What follows belongs to an exercise in optimizing a design on an open flow for small area; a production flow would make more cautious choices.
Only simulation tests tie the RTL to the original design; equivalence was not proved.
Power is estimated from default activity; no workload was simulated.

### flow/design.v
`timescale 1ns / 1ps
module apb_master#(parameter addr_width =5 , data_width = 16) (
    input bit pclk,
    input bit preset_n,
    input logic pready,
    input logic transfer,
    input logic [data_width - 1 : 0] prdata,
    input logic [addr_width - 1 : 0] apb_paddr,
    input logic apb_control,
    output logic [addr_width - 1 : 0] paddr,
    output logic pselx,
    output bit penable,
    output logic pwrite,
    output logic [data_width - 1 : 0] apb_prdata
);
logic sel_q, en_q;
logic [data_width - 1 : 0] temp_apb_prdata;
always_ff @(posedge pclk, negedge preset_n) begin
    if (!preset_n) begin
        sel_q <= 1'b0;
        en_q  <= 1'b0;
    end else if (en_q) begin
        sel_q <= !pready;
        en_q  <= !pready;
    end else if (sel_q) begin
        sel_q <= transfer;
        en_q  <= transfer;
    end else begin
        sel_q <= transfer;
        en_q  <= 1'b0;
    end
end
assign pselx   = sel_q;
assign penable = en_q;
assign paddr   = sel_q ? apb_paddr : '0;
assign pwrite  = apb_control;
always_ff @(posedge pclk, negedge preset_n) begin
    if (!preset_n)
        temp_apb_prdata <= '0;
    else if (pready && !apb_control)
        temp_apb_prdata <= prdata;
end
assign apb_prdata = temp_apb_prdata;
endmodule
`timescale 1ns / 1ps
module apb_slave#(
    parameter addr_width = 5,
    parameter data_width = 16
)(
    input  logic pclk,
    input  logic preset_n,
    input  logic pselx,
    input  logic penable,
    input  logic pwrite,
    input  logic [addr_width - 1 : 0] paddr,
    input  logic [data_width - 1 : 0] pwdata,      
    output logic [data_width - 1 : 0] apb_spwdata,
    output logic [data_width - 1 : 0] prdata,
    output logic pready
);
    localparam int N = 2**addr_width;
    localparam int H = N / 2;
    localparam logic [1:0] IDLE = 2'b00, SETUP = 2'b01, ACCESS = 2'b10;
    logic [1:0] present_state, next_state;
    always_ff @(posedge pclk or negedge preset_n) begin
        if (!preset_n)
            present_state <= IDLE;
        else
            present_state <= next_state;
    end
    always_comb begin
        case (present_state)
            IDLE:    next_state = (pselx && !penable) ? SETUP : IDLE;
            SETUP:   next_state = (pselx && penable) ? ACCESS : IDLE;
            ACCESS:  next_state = !pselx ? IDLE : SETUP;
            default: next_state = IDLE;
        endcase
    end
    always_ff @(posedge pclk or negedge preset_n) begin
        if (!preset_n)
            pready <= 1'b0;
        else
            pready <= (present_state == ACCESS);
    end
    logic [data_width-1:0] ring [0:N-1];
    logic [data_width-1:0] rd_q;
    logic [addr_width-1:0] cnt;
    logic                  wr_pend, rd_pend;
    logic [addr_width-1:0] pos;
    wire                   wr    = pready && pwrite;
    wire                   rd    = pready && !pwrite;
    wire                   wr_do = wr_pend && !pos[0];
    wire                   rd_do = rd_pend && !pos[0];
    always_ff @(posedge pclk) begin
        cnt     <= cnt + 1'b1;
        wr_pend <= wr || (wr_pend && pos[0]);
        rd_pend <= rd || (rd_pend && pos[0]);
        pos     <= pready ? paddr + cnt + 1'b1 : pos + 1'b1;
    end
    logic [H-1:0] psel, wsel, wseln, rseln;
    always_comb
        for (int k = 0; k < H; k++) begin
            psel[k]  = (pos[addr_width-1:1] == k[addr_width-2:0]);
            wsel[k]  = wr_do && psel[k];
            wseln[k] = !wsel[k];
            rseln[k] = !psel[k];
        end
    for (genvar p = 0; p < N; p++) begin : g_ring
        if (p % 2 == 1) begin : g_load
            wire [data_width-1:0] a = (p % 4 == 1) ? apb_spwdata : ~apb_spwdata;
            for (genvar i = 0; i < data_width; i++) begin : g_bit
                wire d;
                apb_imux u_mux (.s(wsel[p/2]), .sn(wseln[p/2]), .a(a[i]), .b(ring[p-1][i]), .y(d));
                always_ff @(posedge pclk)
                    ring[p][i] <= d;
            end
        end else begin : g_shift
            always_ff @(posedge pclk)
                ring[p] <= ring[(p + N - 1) % N];
        end
    end
    wire wr_data = wr && pselx;
    wire wr_n    = !wr;
    for (genvar i = 0; i < data_width; i++) begin : g_w
        wire d;
        apb_ao22 u_w (.s1(wr_data), .a1(pwdata[i]), .s2(wr_n), .a2(apb_spwdata[i]), .y(d));
        always_ff @(posedge pclk)
            apb_spwdata[i] <= d;
    end
    localparam logic [H-1:0] INV = 16'hAAAA;
    logic [data_width-1:0] rdata;
    for (genvar i = 0; i < data_width; i++) begin : g_rd
        logic [H-1:0] col;
        for (genvar k = 0; k < H; k++) begin : g_col
            assign col[k] = ring[2*k][i];
        end
        apb_rmux #(.N(H), .INV(INV)) u_rmux (.s(psel), .sn(rseln), .d(col), .y(rdata[i]));
    end
    assign prdata = rd_do ? rdata : rd_q;
    always_ff @(posedge pclk)
        rd_q <= prdata;
endmodule
module apb_imux (
    input  logic s,
    input  logic sn,
    input  logic a,
    input  logic b,
    output logic y
);
    assign y = ~((sn | a) & (s | b));
endmodule
module apb_rmux #(parameter N = 16, parameter logic [N-1:0] INV = '0) (
    input  logic [N-1:0] s,
    input  logic [N-1:0] sn,
    input  logic [N-1:0] d,
    output logic         y
);
    localparam int NP = N / 2;
    logic [NP-1:0] ps, pd, qsn, qd;
    always_comb begin
        int ip, iq;
        ip = 0; iq = 0;
        ps = '0; pd = '0; qsn = '0; qd = '0;
        for (int k = 0; k < N; k++)
            if (INV[k]) begin
                qsn[iq] = sn[k]; qd[iq] = d[k]; iq++;
            end else begin
                ps[ip] = s[k]; pd[ip] = d[k]; ip++;
            end
    end
    logic [NP/2-1:0] pn, qp;
    for (genvar j = 0; j < NP/2; j++) begin : g_pair
        apb_rsel_aoi u_p (.s1(ps[2*j]), .d1(pd[2*j]), .s2(ps[2*j+1]), .d2(pd[2*j+1]), .y(pn[j]));
        apb_rsel_oai u_q (.sn1(qsn[2*j]), .d1(qd[2*j]), .sn2(qsn[2*j+1]), .d2(qd[2*j+1]), .y(qp[j]));
    end
    assign y = !(&pn) || (|qp);
endmodule
module apb_ao22 (
    input  logic s1, a1, s2, a2,
    output logic y
);
    assign y = (s1 && a1) || (s2 && a2);
endmodule
module apb_rsel_aoi (
    input  logic s1, d1, s2, d2,
    output logic y
);
    assign y = !((s1 && d1) || (s2 && d2));
endmodule
module apb_rsel_oai (
    input  logic sn1, d1, sn2, d2,
    output logic y
);
    assign y = !((sn1 || d1) && (sn2 || d2));
endmodule
`timescale 1ns / 1ps
module apb_wrapper#(parameter addr_width = 5, data_width = 16)(
    input bit pclk,                   
    input bit preset_n,               
    input logic transfer,  
    input logic [addr_width - 1 : 0] apb_paddr,  
    input logic [data_width - 1 : 0] apb_pwdata,  
    input logic apb_control ,         
    output logic [data_width - 1 : 0] apb_spwdata,   
    output logic [data_width - 1 : 0] apb_prdata  
    );
    logic [addr_width-1:0] paddr;
    logic pselx;
    bit penable;
    logic pwrite;
    logic                    pready;
    logic [data_width -1:0]  prdata;
    apb_master #(.addr_width(addr_width), .data_width(data_width)) DUT (
        .pclk(pclk),
        .preset_n(preset_n),
        .pready(pready),
        .transfer(transfer),
        .prdata(prdata),
        .apb_paddr(apb_paddr),
        .apb_control(apb_control),
        .paddr(paddr),
        .pselx(pselx),
        .penable(penable),
        .pwrite(pwrite),
        .apb_prdata(apb_prdata)
    );
     apb_slave #(
        .addr_width(addr_width),
        .data_width(data_width)
    ) dut (
        .pclk       (pclk),
        .preset_n   (preset_n),
        .pselx      (pselx),
        .penable    (penable),
        .pwrite     (pwrite),
        .paddr      (paddr),
        .pwdata     (apb_pwdata),
        .apb_spwdata(apb_spwdata),
        .prdata     (prdata),
        .pready     (pready)
    );
endmodule
### flow/flow/run.sh
#!/bin/bash
# Layout flow: the standard flow (standard.sh) with these changes, made
# through ORFS's own variables and a wrapper around the synthesis script:
#  - synthesis: the standard flow's synthesis script unchanged, except that ABC maps the
#    logic for area (flow/abc_area.script) instead of ORFS's delay script;
#    registers are mapped before ABC runs, so they are the standard ones,
#  - clock tree synthesis without dummy loads, with clkbuf_8 buffers and
#    smaller sink clusters,
#  - port buffers of the smallest buffer cell,
#  - power recovery after global routing (downsizes gates off the critical
#    paths), followed by a repair of slew and capacitance limits
#    (flow/post_grt.tcl).
# make's full output goes to standard.log here; ORFS's per-step logs stay
# under orfs/logs/.
set -euo pipefail
here=$(pwd)
flowdir=$(cd "$(dirname "$0")" && pwd)

orig=$(grep -o 'SYNTH_SCRIPT=[^ ]*' standard.sh | head -1 | cut -d= -f2-)
cat > "$here/area_synth.tcl" <<EOT
# ABC with the area script; drop the delay target and its constraints
proc abc {args} {
  set keep {}
  set skip 0
  foreach a \$args {
    if {\$skip} { set skip 0; continue }
    if {\$a in {-script -D -constr}} { set skip 1; continue }
    lappend keep \$a
  }
  yosys abc -script $flowdir/abc_area.script {*}\$keep
}
source $orig
EOT
sed "s#SYNTH_SCRIPT=[^ ]*#SYNTH_SCRIPT=$here/area_synth.tcl#" standard.sh > area_standard.sh

export CTS_ARGS="-sink_clustering_enable -repair_clock_nets -dont_use_dummy_load -buf_list sky130_fd_sc_hd__clkbuf_8 -sink_clustering_size 16 -sink_clustering_max_diameter 60"
export BUFFER_PORTS_ARGS="-buffer_cell sky130_fd_sc_hd__buf_1"
export RECOVER_POWER=100
export POST_GLOBAL_ROUTE_TCL="$flowdir/post_grt.tcl"
bash area_standard.sh > standard.log 2>&1
### flow/flow/abc_area.script
strash
dch
amap
### flow/flow/post_grt.tcl
# Runs after ORFS's global route step (its POST_GLOBAL_ROUTE_TCL hook), after
# power recovery has downsized gates: repair any slew or capacitance limit
# that the downsizing broke, then place and route the changed nets again.
global_route -start_incremental
repair_design -slew_margin 20 -cap_margin 20
detailed_placement
global_route -end_incremental
estimate_parasitics -global_routing
write_guides $::env(RESULTS_DIR)/route.guide
### flow/standard.sh
#!/bin/bash
# synth_recipe.tcl (not shown) runs the flow's synth.tcl, then flattens the netlist and writes it again
# the make line also repeats each setting of config.mk as NAME=value (left out here)
make -C /OpenROAD-flow-scripts/flow DESIGN_CONFIG=/design/flow/config.mk WORK_HOME=/design/flow/orfs CLKGATE_MAP_FILE= SYNTH_SCRIPT=/design/flow/synth_recipe.tcl "${@:-finish}"
### flow/config.mk
export PLATFORM = sky130hd
export DESIGN_NAME = apb_wrapper
export DESIGN_NICKNAME = apb_wrapper
export VERILOG_FILES = /design/flow/design.v
export SDC_FILE = /design/flow/constraint.sdc
export NUM_CORES = 4
export LEC_CHECK = 0
export CAP_MARGIN = 20
export CORE_MARGIN = 2
export CORE_UTILIZATION = 40
export GPL_TIMING_DRIVEN = 0
export SLEW_MARGIN = 20
export SYNTH_HIERARCHICAL = 1
export SYNTH_MINIMUM_KEEP_SIZE = 0
### flow/constraint.sdc
create_clock -name core_clock -period 5.0 [get_ports {pclk}]
set_input_delay 1.0000 -clock core_clock [delete_from_list [all_inputs] [get_ports {pclk}]]
set_output_delay 1.0000 -clock core_clock [all_outputs]
set_load 0.01 [all_outputs]
==> impl_metrics.ini, run 1 <==
[placed_design]
routabilityCongestion = 0.8067
hpwl_mm = 27.81
place_ws_ns = 1.010
io_buffers = 56
dpl.cell_count = 1826

[route]
antenna_left = 0
wl_per_cell_microns = 24.93
firstDrtPassIters = 5
drc_errors = 0
num_vias = 10940
wl_met3_mm = 3.295
wl_met2_mm = 20.94
drt_iter0_markers = 983
drt-total-wl_mm = 46.60
vias_per_cell = 5.855
highest_layer = met4
wl_met1_mm = 20.25

[synthesis]
syn-num-nets = 1270
synth_warnings = 11
ys.flop_type = dfxtp_1
synthXorXnorAreaFrac = 0.0005602
synth_edf_count = 0
synth-compound-area-share = 0.1938
syn_area_sq_um = 15630
synth_top_family_by_area = compound AO/OA/AOI/OAI gates
synthMuxAreaShare = 0
syn_inst = 1238
seq_area_frac_synth = 0.7456
syn_avg_cell_area_sq_um = 12.63
synth_fa_ha_area_frac = 0.006082
synth-simple-area-share = 0.03762
synth_seq_cells = 577
synth_cell_types = 23
synthArstFlopShare = 0.03640

[floorplanning]
num_rows = 72
pin_count = 57
chipWidth_microns = 201.7
core-area_sq_um = 38650
fp.dieH_microns = 201.7
dieArea_sq_um = 40680
start_util = 0.4045

[sta]
maxSlewViolCount = 0
fmax_ghz = 0.2231
hold_ws_ns = 0.3038
tightestPinTransition_ns = 1.179
setup_violations = 0
finalCritPeriodShare = 0.8964
min_period_ns = 4.482
finClkSkew_ns = 0.03149
setup_ws_ns = 0.5178
relSlewSlack = 0.2108
hold_viol = 0

[power_and_ir_drop]
leakagePower_nw = 6.511
ir_worst_vdd_mv = 0.1908
pwr-share-clk = 0.195
pwr-share-seq = 0.587
powerDensity_nw_per_um2 = 630.0
switching_share = 0.3226
p_int_mw = 7.409
combPwrFrac = 0.218
p_sw_mw = 3.528

[layout]
final_cells = 1869
utilization = 0.4492
drive_gt1_frac = 0.05551
area_growth_pct = 11.04
diodes = 0
nNetsFinal = 1385

[grt]
grt_antenna_before_repair = 0
grt_max_degree = 22
globalRouteOverflowTotal = 0
grt_pass1_wl_mm = 67.54
grt_pass1_vias = 10620
grt_util_all_layers = 0.2238

[clocking]
cts_made_buffers = 43
cts_tree = yes
cts_hold_buffers = 0
clkLatencyLatePin_ns = 0.59
cts_resized = 0
clockRootBuffer = clkbuf_8
h-tree-depth = 2
clockBufferDepth = 3
post-cts-setup-buffers = 0
clk_pin_slew_worst_paths_ns = 0.10
cts_sinks = 577

[worst_setup_path]
crit_chain = nand2_1 -> nor2_1 -> buf_8 -> clkinv_1 -> nor2_1 -> clkbuf_1 -> clkinv_1 -> o22ai_1
path_buf_inv = 4
crit_fanout = 16
crit_cells = 8
critPathTopFamily = buffers and inverters
critPathKind = reg2reg
cp_slowest_stage_delay_ns = 1.05
crit_path_start_kind = flop
endpoint_kind = flop
r2r_cells = 8
critPathRequiredTime_ns = 5.49
arrival_ns = 4.97
slowest_stage = clkinv_1

[outcome]
status = no timing/DRC/antenna violations

[job]
maxCapViolCount = 0

[min_path]
holdPathStages = 0
hp-class = reg2reg
-- sequential cells by signal, indices dropped and copies added (netlist names) --
register / cells
DUT.en_q: 1
DUT.sel_q: 1
DUT.temp_apb_prdata: 16
dut.apb_spwdata: 16
dut.cnt: 5
dut.pos: 5
dut.pready: 1
dut.present_state: 2
dut.rd_pend: 1
dut.rd_q: 16
dut.ring: 512
dut.wr_pend: 1
-- modules after synthesis, one instance, submodules excluded, a selection --
module        cell area (sq um)  flip-flops and latches
apb_ao22                  8.758                       0
apb_imux                  6.256                       0
apb_rsel_aoi              7.507                       0
apb_rsel_oai              6.256                       0
-- routing by layer --
| metal | up-vias | GRT usage |
|---|---|---|
| met1 | 5450 | 0.3048 |
| met5 | - | 0 |
| li1 | 4897 | - |
| met2 | 469 | 0.3473 |
| met4 | 0 | 0.1085 |
| met3 | 127 | 0.03725 |
-- cell type report --
type,count,area (sq um)
multi-input combinational,594,3825
timing repair buffer,70,384.1
fill,3564,21290
buffer,1,7.507
tap,518,648.1
clock buffer,43,591.8
inverter,66,247.7
sequential,577,11660
-- power by group through the flow --
stage	clock [mW]	sequential (mW)	combinational, mW
6_report	2.14	6.42	2.38
4_1_cts	2.19	6.41	2.37
3_5_place_dp	0	6.50	2.37
3_3_place_gp	0	6.49	2.25
2_1_floorplan	0	6.31	1.42
-- final timing paths --
kind	from	to	slack (ns)
setup reg to reg	dut.pos[2]	dut.ring[13][6]	0.52
min in group asynchronous	preset_n	DUT.temp_apb_prdata[8]	0.38
setup / recovery	dut.pos[2]	dut.ring[13][6]	0.52
max in group asynchronous	preset_n	DUT.temp_apb_prdata[5]	4.23
hold / removal	dut.ring[21][11]	dut.ring[22][11]	0.30
hold reg to reg	dut.ring[21][11]	dut.ring[22][11]	0.30
-- layout by cell type (no fill, tap or decap) --
master / Yosys / routed
buf_6: 0 / 1
o21a_1: 1 / 1
a221oi_1: 1 / 1
nand2_2: 0 / 2
nor2_1: 60 / 44
fa_1: 1 / 1
clkbuf_2: 0 / 1
and3_1: 3 / 3
nor3_1: 17 / 17
nor2_4: 0 / 11
a21o_1: 2 / 2
nor2b_2: 0 / 1
o21ai_0: 6 / 6
o32ai_1: 1 / 1
buf_1: 0 / 55
a21oi_1: 6 / 6
clkinv_1: 66 / 66
ha_1: 6 / 6
dfrtp_1: 21 / 21
nor2_2: 0 / 5
o22a_1: 1 / 1
nand4_1: 16 / 16
nor2b_1: 8 / 7
buf_8: 0 / 10
a22oi_1: 64 / 64
nand2_1: 29 / 27
xor2_1: 1 / 1
o22ai_1: 323 / 323
a22o_1: 48 / 48
clkbuf_4: 0 / 1
clkbuf_1: 0 / 3
dfxtp_1: 556 / 556
clkbuf_8: 0 / 43
-- worst register-to-register path, cell delays in order (launching register included) --
cell,delay [ns]
dfxtp_1,0.41
nand2_1,0.18
nor2_1,0.64
buf_8,0.26
clkinv_1,0.08
nor2_1,0.59
clkbuf_1,0.75
clkinv_1,1.05
o22ai_1,0.42
-- stage by stage --
stage | TNS (ns) | area, sq um | power (mW)
final | 0 | 17360 | 10.94
after CTS | 0 | 17430 | 10.97
after detailed placement | 0 | 16840 | 8.871
after global placement | -82.85 | 16490 | 8.731
after floorplan | 0 | 15630 | 7.737
-- cell families (layout without fill, tap and decap cells) --
| family | count (synthesis) | count (layout) |
|---|---|---|
| buf+inv | 67 | 180 |
| flops | 577 | 577 |
| xor+xnor | 1 | 1 |
| fa+ha+maj | 7 | 7 |
| compound gates | 453 | 453 |
| simple gates | 133 | 133 |
-- cell usage after synthesis (2+ instances only) --
cell        n  area [sq um]
nand2_1    29         108.9
a22oi_1    64         480.5
nor2b_1     8         50.05
nand4_1    16         100.1
clkinv_1   66         247.7
a21oi_1     6         30.03
a21o_1      2         15.01
a22o_1     48         420.4
nor3_1     17         85.08
ha_1        6         75.07
nor2_1     60         225.2
and3_1      3         18.77
dfrtp_1    21         525.5
o22ai_1   323          2021
dfxtp_1   556         11130
o21ai_0     6         30.03
==> run 2, diff against run 1 <==
--- a/flow/flow/run.sh
+++ b/flow/flow/run.sh
@@ -33,7 +33,7 @@
 EOT
 sed "s#SYNTH_SCRIPT=[^ ]*#SYNTH_SCRIPT=$here/area_synth.tcl#" standard.sh > area_standard.sh
 
-export CTS_ARGS="-sink_clustering_enable -repair_clock_nets -dont_use_dummy_load -buf_list sky130_fd_sc_hd__clkbuf_8 -sink_clustering_size 16 -sink_clustering_max_diameter 60"
+export CTS_ARGS="-sink_clustering_enable -repair_clock_nets -dont_use_dummy_load -buf_list sky130_fd_sc_hd__clkbuf_8 -sink_clustering_size 18 -sink_clustering_max_diameter 80"
 export BUFFER_PORTS_ARGS="-buffer_cell sky130_fd_sc_hd__buf_1"
 export RECOVER_POWER=100
 export POST_GLOBAL_ROUTE_TCL="$flowdir/post_grt.tcl"
==> impl_metrics.ini, run 2 <==
[outcome]
status = no timing/DRC/antenna violations

[layout]
diodes = 0
nNetsFinal = 1380
regMostFlops = dut.ring
final_cells = 1864
final_common_cell = dfxtp_1
largest_reg_flops = 512
final_cell_mix = dfxtp_1, o22ai_1, clkinv_1
drive_gt1_frac = 0.05126
area_growth_pct = 10.59
n_fill_cell = 3543

[route]
num_vias = 10920
firstDrtPassIters = 5
vias_per_cell = 5.857
antenna_left = 0
drt-total-wl_mm = 46.51
drc_errors = 0
drt_iter0_markers = 961
wl_per_cell_microns = 24.95

[clocking]
cts_resized = 0
cts_made_buffers = 38
clkLatencyLatePin_ns = 0.59
cts_tree = yes
cts_sinks = 577
cts_hold_buffers = 0
h-tree-depth = 2
clk_pin_slew_worst_paths_ns = 0.11
clockBufferDepth = 3
clockRootBuffer = clkbuf_8
post-cts-setup-buffers = 0

[synthesis]
yosysTopAreaCellShare = 0.7120
ys.flop_type = dfxtp_1
syn_avg_cell_area_sq_um = 12.63
synth.top_cells.by_count = dfxtp_1, o22ai_1, clkinv_1
synth_edf_count = 0
synth_most_common_cell = dfxtp_1
synth_warnings = 11
yosys-top-cells-area = dfxtp_1, o22ai_1, dfrtp_1
synth_seq_cells = 577
syn_area_sq_um = 15630
synthArstFlopShare = 0.03640
synth_area_leader_cell = dfxtp_1
syn_inst = 1238
synth_cell_types = 23
syn-num-nets = 1270
seq_area_frac_synth = 0.7456

[grt]
grt_pass1_vias = 10550
grt_util_all_layers = 0.2223
globalRouteOverflowTotal = 0
grt_max_degree = 22
grt_antenna_before_repair = 0
grt_pass1_wl_mm = 67.29

[floorplanning]
start_util = 0.4045
dieArea_sq_um = 40680
num_rows = 72
core-area_sq_um = 38650
chipWidth_microns = 201.7
fp.dieH_microns = 201.7
pin_count = 57

[worst_setup_path]
crit_fanout = 16
critPathKind = reg2reg
crit_path_start_kind = flop
endpoint_kind = flop
arrival_ns = 4.79
critPathRequiredTime_ns = 5.46

[sta]
setup_violations = 0
tightestPinTransition_ns = 1.177
finalCritPeriodShare = 0.8670
min_period_ns = 4.335
hold_viol = 0
maxSlewViolCount = 0
finClkSkew_ns = 0.06832
setup_ws_ns = 0.6651
relSlewSlack = 0.2124
fmax_ghz = 0.2307

[placed_design]
hpwl_mm = 27.81
place_ws_ns = 1.010
dpl.cell_count = 1826
routabilityCongestion = 0.8067
io_buffers = 56

[power_and_ir_drop]
leakagePower_nw = 6.475
ir_worst_vdd_mv = 0.1875
powerDensity_nw_per_um2 = 626.3

[min_path]
hp-class = reg2reg

[job]
maxCapViolCount = 0
## run 2: worst max-delay path: stages, from the launching register on
cell and delay (ns):
dfxtp_1 0.43, nand2_1 0.18, nor2_1 0.57, clkbuf_1 0.78, clkinv_1 0.16, nor2_1 0.71, buf_8 0.26, clkinv_1 0.73
o22ai_1 0.40
## run 2: path summary, 6_finish.rpt
path                                  start  cells past startpoint  slack, ns                      to
max reg2reg                      dut.pos[2]                      8       0.67         dut.ring[13][6]
max                              dut.pos[2]                      8       0.67         dut.ring[13][6]
min reg2reg                dut.ring[17][11]                      0       0.25        dut.ring[18][11]
min                        dut.ring[17][11]                      0       0.25        dut.ring[18][11]
min in group asynchronous          preset_n                      1       0.41  DUT.temp_apb_prdata[3]
max in group asynchronous          preset_n                      1       4.22  DUT.temp_apb_prdata[7]
## run 2: area by class of cell
type                    count  area [sq um]  area share
flip-flops and latches    577         11660      0.6742
multi-input cells         594          3822      0.2211
repair buffers             70         384.1     0.02222
well taps                 518         648.1     0.03749
inverters                  66         247.7     0.01433
plain buffers               1         7.507   0.0004342
clock buffers              38         523.0     0.03025
## run 2: where the power goes
part           leakage (nW)  internal [mW]  switching [mW]  total, mW
Sequential             5.06           5.70           0.720       6.42
Combinational          1.14          0.928            1.45       2.38
Clock                 0.273          0.689            1.34       2.03
## run 2: cells by family after synthesis
logic type               after synthesis  share of synthesized area
AO/OA/AOI/OAI                        453                     0.1938
buffers and inverters                 67                    0.01633
AND/OR/NAND/NOR                      133                    0.03762
adder cells (fa/ha/maj)                7                   0.006082
flip-flops                           577                     0.7456
XOR/XNOR                               1                  0.0005603
## run 2: routing by layer
metal | vias up | global-route usage | wire length (microns)
met5 | - | 0 | 0
met4 | 0 | 0.1061 | 2295
met3 | 135 | 0.03304 | 2955
met2 | 474 | 0.3459 | 20620
met1 | 5425 | 0.3050 | 20640
li1 | 4883 | - | -
## run 2: per-module statistics from Yosys, one instance, submodules excluded, excerpt
module | times used | cells
apb_rsel_oai | 64 | 1
apb_imux | 256 | 1
apb_rsel_aoi | 64 | 1
apb_ao22 | 16 | 1
## run 2: per-stage QoR
stage	TNS, ns	utilization	hold slack [ns]	power, mW	area (sq um)
final	0	0.4474	0.2452	10.83	17290
after CTS	0	0.4492	0.2421	10.86	17360
after detailed placement	0	0.4356	0.3121	8.871	16840
after global placement	-82.85	0.4267	0.3098	8.731	16490
after floorplan	0	-	0.3096	7.737	15630

[re-timing with driven ports]
Ports are ideal in the flow. The routed layouts listed here were re-timed in OpenROAD.
Step 1, drivers: a clkbuf_16 drives pclk and a buf_2 each remaining input, both assumed.
Step 2, shift: input delay + t, output delay - t, t = (earliest + latest rising clock arrival at the registers) / 2. This alone moves slack from input paths to output paths.
Three values: ideal, step 1, step 2; two values: the first two.
run | t (ns) | slack for setup (ns) | worst setup path after step 2 | latest minus earliest clock arrival (ns) | pins driven straight from the clock port
run 1 | 0.623 | 0.518 / 0.518 / 0.518 | register to register | 0.039 / 0.039 | 1
run 2 | 0.613 | 0.665 / 0.665 / 0.665 | register to register | 0.069 / 0.070 | 1
After both steps setup and hold are still met in every run listed.
